From an optimization exercise on the open Yosys and OpenROAD flow, aimed at a short achievable clock period and few clock cycles; shortcuts taken in it are not production practice.
Only simulation tests tie the RTL to the original design; equivalence was not proved.
No activity file was given, so power comes from the tool's default toggle rates.

==> inputs of 04-16 <==
==> flow/design.v <==
`timescale 1ns / 1ps
module arm_cpu(
	input wire clk,
	input wire reset,
	output wire [31:0] PC,
	input wire [31:0] Instr,
	output wire MemWrite,
	output wire [31:0] DataAdr,
	output wire [31:0] WriteData,
	input wire [31:0] ReadData
    );
	function cond_ok(input [3:0] c, input [3:0] f);
		reg n, z, cf, v;
		begin
			{n, z, cf, v} = f;
			case (c)
				4'b0000: cond_ok = z;
				4'b0001: cond_ok = ~z;
				4'b0010: cond_ok = cf;
				4'b0011: cond_ok = ~cf;
				4'b0100: cond_ok = n;
				4'b0101: cond_ok = ~n;
				4'b0110: cond_ok = v;
				4'b0111: cond_ok = ~v;
				4'b1000: cond_ok = cf & ~z;
				4'b1001: cond_ok = ~cf | z;
				4'b1010: cond_ok = (n == v);
				4'b1011: cond_ok = (n != v);
				4'b1100: cond_ok = ~z & (n == v);
				4'b1101: cond_ok = z | (n != v);
				4'b1110: cond_ok = 1'b1;
				default: cond_ok = 1'b0;
			endcase
		end
	endfunction
	reg [31:0] rf [0:14];
	reg [3:0]  flags;		 
	reg [31:0] pc_f;
	reg        d_valid;
	reg [31:0] d_ir, d_pc;
	reg        e_valid;
	reg [3:0]  e_cond, e_rd;
	reg        e_wr, e_ld, e_st, e_br;
	reg        e_sub, e_and, e_orr, e_fnz, e_fcv;
	reg [31:0] e_a, e_b, e_s;
	reg        e_fa, e_fb, e_fs;
	reg        e_bres, e_bpred;
	reg [31:0] e_balt;
	reg        m_we, m_ld, m_st;
	reg [3:0]  m_rd;
	reg [31:0] m_res, m_sd;
	wire [31:0] m_wd = m_ld ? ReadData : m_res;
	wire [3:0] d_cond = d_ir[31:28];
	wire [1:0] d_op   = d_ir[27:26];
	wire       d_I    = d_ir[25];
	wire [3:0] d_cmd  = d_ir[24:21];
	wire       d_S    = d_ir[20];
	wire [3:0] d_rn   = d_ir[19:16];
	wire [3:0] d_rd   = d_ir[15:12];
	wire [3:0] d_rm   = d_ir[3:0];
	wire d_isdp  = (d_op == 2'b00);
	wire d_ismem = (d_op == 2'b01);
	wire d_isbr  = (d_op == 2'b10);
	wire d_ld    = d_ismem &  d_S;
	wire d_st    = d_ismem & ~d_S;
	wire d_rreg  = d_isdp & ~d_I;		 
	wire d_cadd = (d_cmd == 4'b0100);
	wire d_csub = (d_cmd == 4'b0010);
	wire d_cand = (d_cmd == 4'b0000);
	wire d_corr = (d_cmd == 4'b1100);
	wire [3:0] d_ra2 = d_st ? d_rd : d_rm;
	wire [31:0] d_pc8 = d_pc + 32'd8;
	wire [31:0] d_rd1 = (d_rn == 4'd15) ? d_pc8 :
	                    (m_we && m_rd == d_rn) ? m_wd : rf[d_rn];
	wire [31:0] d_rd2 = (d_ra2 == 4'd15) ? d_pc8 :
	                    (m_we && m_rd == d_ra2) ? m_wd : rf[d_ra2];
	wire [31:0] d_imm = d_isdp ? {24'b0, d_ir[7:0]} : {20'b0, d_ir[11:0]};
	wire stall = d_valid & e_valid & e_ld &
	             (((d_isdp | d_ismem) & (e_rd == d_rn)) | (d_rreg & (e_rd == d_rm)));
	wire e_fwd_ok = e_valid & e_wr;
	wire d_fa = e_fwd_ok & (e_rd == d_rn) & (d_rn != 4'd15);
	wire d_fb = e_fwd_ok & d_rreg & (e_rd == d_rm) & (d_rm != 4'd15);
	wire d_fs = e_fwd_ok & d_st & (e_rd == d_rd) & (d_rd != 4'd15);
	wire [31:0] d_tgt = d_pc8 + {{6{d_ir[23]}}, d_ir[23:0], 2'b00};
	wire d_brv = d_valid & d_isbr & ~(&d_ir[23:0]);	 
	wire flags_pend = e_valid & e_fnz;
	wire d_ck = cond_ok(d_cond, flags);
	wire d_redir = d_brv & (flags_pend ? d_ir[23] : d_ck);
	wire e_ck   = cond_ok(e_cond, flags);
	wire e_exec = e_valid & e_ck;
	wire [31:0] A  = (e_fa & m_we) ? m_res : e_a;
	wire [31:0] B  = (e_fb & m_we) ? m_res : e_b;
	wire [31:0] SD = (e_fs & m_we) ? m_wd  : e_s;
	wire [31:0] Bx  = B ^ {32{e_sub}};
	wire [32:0] sum = {1'b0, A} + {1'b0, Bx} + {32'b0, e_sub};
	wire [31:0] res = e_and ? (A & B) : e_orr ? (A | B) : sum[31:0];
	wire fN = res[31];
	wire fZ = ~|res;
	wire fC = sum[32];
	wire fV = (A[31] == Bx[31]) & (sum[31] != A[31]);
	wire e_redir = e_valid & e_br & ~e_bres & (e_ck != e_bpred);
	always @(posedge clk) begin
		if (reset)
			pc_f <= 32'd0;
		else if (e_redir)
			pc_f <= e_balt;
		else if (stall)
			pc_f <= pc_f;
		else if (d_redir)
			pc_f <= d_tgt;
		else
			pc_f <= pc_f + 32'd4;
		if (reset | e_redir)
			d_valid <= 1'b0;
		else if (!stall)
			d_valid <= ~d_redir;
		if (!stall) begin
			d_ir <= Instr;
			d_pc <= pc_f;
		end
		if (reset | e_redir | stall)
			e_valid <= 1'b0;
		else
			e_valid <= d_valid;
		e_cond  <= d_cond;
		e_rd    <= d_rd;
		e_wr    <= d_isdp | d_ld;
		e_ld    <= d_ld;
		e_st    <= d_st;
		e_br    <= d_isbr & ~(&d_ir[23:0]);
		e_sub   <= d_isdp & d_csub;
		e_and   <= d_isdp & d_cand;
		e_orr   <= d_isdp & d_corr;
		e_fnz   <= d_isdp & d_S & (d_cadd | d_csub | d_cand | d_corr);
		e_fcv   <= d_isdp & d_S & (d_cadd | d_csub);
		e_a     <= d_rd1;
		e_b     <= d_rreg ? d_rd2 : d_imm;
		e_s     <= d_rd2;
		e_fa    <= d_fa;
		e_fb    <= d_fb;
		e_fs    <= d_fs;
		e_bres  <= ~flags_pend;
		e_bpred <= d_redir;
		e_balt  <= d_redir ? (d_pc + 32'd4) : d_tgt;
		if (reset) begin
			m_we <= 1'b0;
			m_st <= 1'b0;
		end else begin
			m_we <= e_exec & e_wr;
			m_st <= e_exec & e_st;
		end
		m_ld  <= e_ld;
		m_rd  <= e_rd;
		m_res <= res;
		m_sd  <= SD;
		if (e_exec & e_fnz)
			flags[3:2] <= {fN, fZ};
		if (e_exec & e_fcv)
			flags[1:0] <= {fC, fV};
		if (m_we && m_rd != 4'd15)
			rf[m_rd] <= m_wd;
	end
	assign PC        = pc_f;
	assign MemWrite  = m_st;
	assign DataAdr   = m_res;
	assign WriteData = m_sd;
endmodule
==> flow/run.sh <==
#!/bin/bash
# synth_recipe.tcl (not shown) runs the flow's synth.tcl, then flattens the netlist and writes it again
# the make line also repeats each setting of config.mk as NAME=value (left out here)
make -C /OpenROAD-flow-scripts/flow DESIGN_CONFIG=/design/flow/config.mk WORK_HOME=/design/flow/orfs CLKGATE_MAP_FILE= SYNTH_SCRIPT=/design/flow/synth_recipe.tcl finish
==> flow/config.mk <==
export PLATFORM = sky130hd
export DESIGN_NAME = arm_cpu
export DESIGN_NICKNAME = arm_cpu
export VERILOG_FILES = /design/flow/design.v
export SDC_FILE = /design/flow/constraint.sdc
export NUM_CORES = 4
export LEC_CHECK = 0
export CAP_MARGIN = 20
export CORE_MARGIN = 2
export CORE_UTILIZATION = 40
export SLEW_MARGIN = 20
==> flow/constraint.sdc <==
create_clock -name core_clock -period 11.0 [get_ports {clk}]
set_input_delay 2.2000 -clock core_clock [delete_from_list [all_inputs] [get_ports {clk}]]
set_output_delay 2.2000 -clock core_clock [all_outputs]
set_load 0.01 [all_outputs]
==> 05-05: changes against 04-16 <==
==> flow/design.v, changed modules only <==
module arm_cpu(
	input wire clk,
	input wire reset,
	output wire [31:0] PC,
	input wire [31:0] Instr,
	output wire MemWrite,
	output wire [31:0] DataAdr,
	output wire [31:0] WriteData,
	input wire [31:0] ReadData
    );
	function cond_ok(input [3:0] c, input [3:0] f);
		reg n, z, cf, v;
		begin
			{n, z, cf, v} = f;
			case (c)
				4'b0000: cond_ok = z;
				4'b0001: cond_ok = ~z;
				4'b0010: cond_ok = cf;
				4'b0011: cond_ok = ~cf;
				4'b0100: cond_ok = n;
				4'b0101: cond_ok = ~n;
				4'b0110: cond_ok = v;
				4'b0111: cond_ok = ~v;
				4'b1000: cond_ok = cf & ~z;
				4'b1001: cond_ok = ~cf | z;
				4'b1010: cond_ok = (n == v);
				4'b1011: cond_ok = (n != v);
				4'b1100: cond_ok = ~z & (n == v);
				4'b1101: cond_ok = z | (n != v);
				4'b1110: cond_ok = 1'b1;
				default: cond_ok = 1'b0;
			endcase
		end
	endfunction
	reg [31:0] rf [0:14];
	reg [3:0]  flags;		 
	reg rst;
	always @(posedge clk)
		rst <= reset;
	reg [31:0] pc_f;
	localparam NB = 8;
	reg [NB-1:0] bt_v;
	reg [29:0]   bt_tag [0:NB-1];
	reg [29:0]   bt_tgt [0:NB-1];
	reg [2:0]    bt_ptr;
	reg          bu_set, bu_clr;		 
	reg [NB-1:0] bu_hit;
	reg [29:0]   bu_pc, bu_tgt;
	reg        d_valid;
	reg [31:0] d_ir, d_pc, d_pc4, d_pc8;
	reg        d_fp;			 
	reg [NB-1:0] d_hit;
	reg        e_valid;
	reg [3:0]  e_cond, e_rd;
	reg        e_wr, e_ld, e_st, e_br;
	reg        e_sub, e_and, e_orr, e_fnz, e_fcv;
	reg [31:0] e_a, e_b, e_s;
	reg        e_fam, e_faw, e_fbm, e_fbw, e_fsm, e_fsw;
	reg        e_bres, e_bpred;
	reg [31:0] e_balt;
	reg        e_fp;
	reg [NB-1:0] e_hit;
	reg [29:0] e_pc, e_tgt;
	reg        m_we, m_ld, m_st;
	reg [3:0]  m_rd;
	reg [31:0] m_res, m_sd;
	reg        w_we;
	reg [3:0]  w_rd;
	reg [31:0] w_data;
	wire [31:0] m_wd = m_ld ? ReadData : m_res;
	reg [NB-1:0] f_hit;
	reg [29:0]   f_tgt;
	integer bi;
	always @(*) begin
		f_tgt = 30'd0;
		for (bi = 0; bi < NB; bi = bi + 1) begin
			f_hit[bi] = bt_v[bi] & (bt_tag[bi] == pc_f[31:2]);
			f_tgt = f_tgt | (bt_tgt[bi] & {30{f_hit[bi]}});
		end
	end
	wire f_fp = |f_hit;
	wire [31:0] pc_f4 = {pc_f[31:2] + 30'd1, pc_f[1:0]};
	wire [31:0] pc_f8 = {pc_f[31:2] + 30'd2, pc_f[1:0]};
	wire e_ck   = cond_ok(e_cond, flags);
	wire e_exec = e_valid & e_ck;
	wire [3:0] d_cond = d_ir[31:28];
	wire [1:0] d_op   = d_ir[27:26];
	wire       d_I    = d_ir[25];
	wire [3:0] d_cmd  = d_ir[24:21];
	wire       d_S    = d_ir[20];
	wire [3:0] d_rn   = d_ir[19:16];
	wire [3:0] d_rd   = d_ir[15:12];
	wire [3:0] d_rm   = d_ir[3:0];
	wire d_isdp  = (d_op == 2'b00);
	wire d_ismem = (d_op == 2'b01);
	wire d_isbr  = (d_op == 2'b10);
	wire d_ld    = d_ismem &  d_S;
	wire d_st    = d_ismem & ~d_S;
	wire d_rreg  = d_isdp & ~d_I;		 
	wire d_cadd = (d_cmd == 4'b0100);
	wire d_csub = (d_cmd == 4'b0010);
	wire d_cand = (d_cmd == 4'b0000);
	wire d_corr = (d_cmd == 4'b1100);
	wire [3:0] d_ra2 = d_st ? d_rd : d_rm;
	wire [31:0] d_rd1 = (d_rn == 4'd15) ? d_pc8 :
	                    (w_we && w_rd == d_rn) ? w_data : rf[d_rn];
	wire [31:0] d_rd2 = (d_ra2 == 4'd15) ? d_pc8 :
	                    (w_we && w_rd == d_ra2) ? w_data : rf[d_ra2];
	wire [31:0] d_imm = d_isdp ? {24'b0, d_ir[7:0]} : {20'b0, d_ir[11:0]};
	wire stall = d_valid & e_valid & e_ld &
	             (((d_isdp | d_ismem) & (e_rd == d_rn)) | (d_rreg & (e_rd == d_rm)));
	wire e_wrx = e_exec & e_wr;
	wire d_fam = e_wrx & (e_rd == d_rn) & (d_rn != 4'd15);
	wire d_fbm = e_wrx & d_rreg & (e_rd == d_rm) & (d_rm != 4'd15);
	wire d_fsm = e_wrx & d_st & (e_rd == d_rd) & (d_rd != 4'd15);
	wire d_faw = m_we & (m_rd == d_rn) & (d_rn != 4'd15);
	wire d_fbw = m_we & d_rreg & (m_rd == d_rm) & (d_rm != 4'd15);
	wire d_fsw = m_we & d_st & (m_rd == d_rd) & (d_rd != 4'd15);
	wire [31:0] d_tgt = {d_pc8[31:2] + {{6{d_ir[23]}}, d_ir[23:0]}, d_pc8[1:0]};
	wire d_brv = d_valid & d_isbr & ~(&d_ir[23:0]);	 
	wire flags_pend = e_valid & e_fnz;
	wire d_ck = cond_ok(d_cond, flags);
	wire d_dir = d_brv & (flags_pend ? (d_fp | d_ir[23]) : d_ck);
	wire d_redir = d_valid & (d_dir != d_fp);
	wire [31:0] d_npc = d_dir ? d_tgt : d_pc4;
	wire [31:0] A  = e_fam ? m_res : e_faw ? w_data : e_a;
	wire [31:0] B  = e_fbm ? m_res : e_fbw ? w_data : e_b;
	wire [31:0] SD = e_fsm ? m_wd  : e_fsw ? w_data : e_s;
	wire [31:0] Bx  = B ^ {32{e_sub}};
	wire [32:0] sum = {1'b0, A} + {1'b0, Bx} + {32'b0, e_sub};
	wire [31:0] res = e_and ? (A & B) : e_orr ? (A | B) : sum[31:0];
	wire fN = res[31];
	wire [31:0] zk = {A[30:0] | Bx[30:0], e_sub};
	wire fZs = &(~(A ^ Bx ^ zk));		 
	wire fZ = e_and ? ~|(A & B) : e_orr ? ~|(A | B) : fZs;
	wire fC = sum[32];
	wire fV = (A[31] == Bx[31]) & (sum[31] != A[31]);
	wire e_redir = e_valid & e_br & ~e_bres & (e_ck != e_bpred);
	always @(posedge clk) begin
		if (rst)
			pc_f <= 32'd0;
		else if (e_redir)
			pc_f <= e_balt;
		else if (stall)
			pc_f <= pc_f;
		else if (d_redir)
			pc_f <= d_npc;
		else if (f_fp)
			pc_f <= {f_tgt, 2'b00};
		else
			pc_f <= pc_f4;
		if (rst | e_redir)
			d_valid <= 1'b0;
		else if (!stall)
			d_valid <= ~d_redir;
		if (!stall) begin
			d_ir  <= Instr;
			d_pc  <= pc_f;
			d_pc4 <= pc_f4;
			d_pc8 <= pc_f8;
			d_fp  <= f_fp;
			d_hit <= f_hit;
		end
		if (rst | e_redir | stall)
			e_valid <= 1'b0;
		else
			e_valid <= d_valid;
		e_cond  <= d_cond;
		e_rd    <= d_rd;
		e_wr    <= d_isdp | d_ld;
		e_ld    <= d_ld;
		e_st    <= d_st;
		e_br    <= d_isbr & ~(&d_ir[23:0]);
		e_sub   <= d_isdp & d_csub;
		e_and   <= d_isdp & d_cand;
		e_orr   <= d_isdp & d_corr;
		e_fnz   <= d_isdp & d_S & (d_cadd | d_csub | d_cand | d_corr);
		e_fcv   <= d_isdp & d_S & (d_cadd | d_csub);
		e_a     <= d_rd1;
		e_b     <= d_rreg ? d_rd2 : d_imm;
		e_s     <= d_rd2;
		e_fam   <= d_fam;
		e_faw   <= d_faw;
		e_fbm   <= d_fbm;
		e_fbw   <= d_fbw;
		e_fsm   <= d_fsm;
		e_fsw   <= d_fsw;
		e_bres  <= ~flags_pend;
		e_bpred <= d_dir;
		e_balt  <= d_dir ? d_pc4 : d_tgt;
		e_fp    <= d_fp;
		e_hit   <= d_hit;
		e_pc    <= d_pc[31:2];
		e_tgt   <= d_tgt[31:2];
		if (rst) begin
			bu_set <= 1'b0;
			bu_clr <= 1'b0;
		end else begin
			bu_set <= e_valid & e_br &  e_ck & ~e_fp;
			bu_clr <= e_valid & e_br & ~e_ck &  e_fp;
		end
		bu_hit <= e_hit;
		bu_pc  <= e_pc;
		bu_tgt <= e_tgt;
		if (rst) begin
			bt_v   <= {NB{1'b0}};
			bt_ptr <= 3'd0;
		end else if (bu_set) begin
			bt_v[bt_ptr]   <= 1'b1;
			bt_tag[bt_ptr] <= bu_pc;
			bt_tgt[bt_ptr] <= bu_tgt;
			bt_ptr <= bt_ptr + 3'd1;
		end else if (bu_clr)
			bt_v <= bt_v & ~bu_hit;
		if (rst) begin
			m_we <= 1'b0;
			m_st <= 1'b0;
		end else begin
			m_we <= e_wrx;
			m_st <= e_exec & e_st;
		end
		m_ld  <= e_ld;
		m_rd  <= e_rd;
		m_res <= res;
		m_sd  <= SD;
		if (e_exec & e_fnz)
			flags[3:2] <= {fN, fZ};
		if (e_exec & e_fcv)
			flags[1:0] <= {fC, fV};
		if (rst)
			w_we <= 1'b0;
		else
			w_we <= m_we;
		w_rd   <= m_rd;
		w_data <= m_wd;
		if (w_we && w_rd != 4'd15)
			rf[w_rd] <= w_data;
	end
	assign PC        = pc_f;
	assign MemWrite  = m_st;
	assign DataAdr   = m_res;
	assign WriteData = m_sd;
endmodule
==> flow/flow/run.sh (new file) <==
#!/bin/bash
cp standard.sh standard_sh.txt 2>/dev/null
export SETUP_SLACK_MARGIN=8
bash standard.sh > standard.log 2>&1
==> flow/standard.sh (new file) <==
#!/bin/bash
# synth_recipe.tcl (not shown) runs the flow's synth.tcl, then flattens the netlist and writes it again
# the make line also repeats each setting of config.mk as NAME=value (left out here)
make -C /OpenROAD-flow-scripts/flow DESIGN_CONFIG=/design/flow/config.mk WORK_HOME=/design/flow/orfs CLKGATE_MAP_FILE= SYNTH_SCRIPT=/design/flow/synth_recipe.tcl "${@:-finish}"
removed: flow/run.sh
==> qor summary <==
item	04-16	05-05
Result of the run	timing/DRC/antenna clean	timing/DRC/antenna clean
Crit-path slowest cell	dfxtp_1	dfxtp_4
Average wire length per cell after detail routing	26.6 microns	31.5 microns
Share of Yosys cell area claimed by the top area cell type	40.9%	49.2%
Metal2 WL	58100 microns	113000 microns
Final standard cell count with taps included and fillers excluded	4784	7864
Post-synthesis cell area	0.0402 sq mm	0.0669 sq mm
Number of buffers added by the clock tree synthesis step	86	154
Fillcell total	8909	13800
Total placed instance area	0.0434 sq mm	0.0711 sq mm
Hold_sp	e_ld	e_hit[6]
Fraction of area in multi-input gates	38.0%	30.3%
Internal power summed over all cells	5.76 mW	10.5 mW
Source of the critical timing path	m_we	e_fbw
Largest net degree at the start of global routing	110	66
Final instance area	0.0463 sq mm	0.0860 sq mm
Area taken by flip-flops and latches	0.0217 sq mm	0.0422 sq mm
Worst setup timing slack at the placement stage	4.37 ns	6.07 ns
Clock insertion delay at the later pin of the skew report	0.68 ns	0.84 ns
Sequential Power Share	46.2%	49.6%
Combinational cell fraction of total power	15.5%	12.4%
Testbench counts of 04-16, summed over its fixed seeds: cycles 13,618.
Testbench counts of 05-05, summed over its fixed seeds: cycles 12,832.

==> separate check: timing with driven ports <==
Ports are ideal in the flow. The routed layouts listed here were re-timed in OpenROAD. Step 1 (the two cells are an assumption about what drives the block):
set clk [get_ports {clk}]
set_driving_cell -lib_cell sky130_fd_sc_hd__clkbuf_16 $clk
set_driving_cell -lib_cell sky130_fd_sc_hd__buf_2 [delete_from_list [all_inputs] $clk]
Step 2 adds t to the input delays and takes it off the output delays; t is the mean of the earliest and latest rising clock arrival at the registers after step 1. Input paths then give back, and output paths get back, about the clock's delay inside the block. a / b / c = ideal / step 1 / step 2; a / b = the first two.
| run | t (ns) | setup WS [ns] | worst register clock-pin slew, ns |
|---|---|---|---|
| 04-16 | 0.748 | 4.652 / 4.652 / 4.652 | 0.07 / 0.07 |
| 05-05 | 0.903 | 7.104 / 7.104 / 7.104 | 0.07 / 0.07 |
After both steps setup and hold are still met in every run listed.
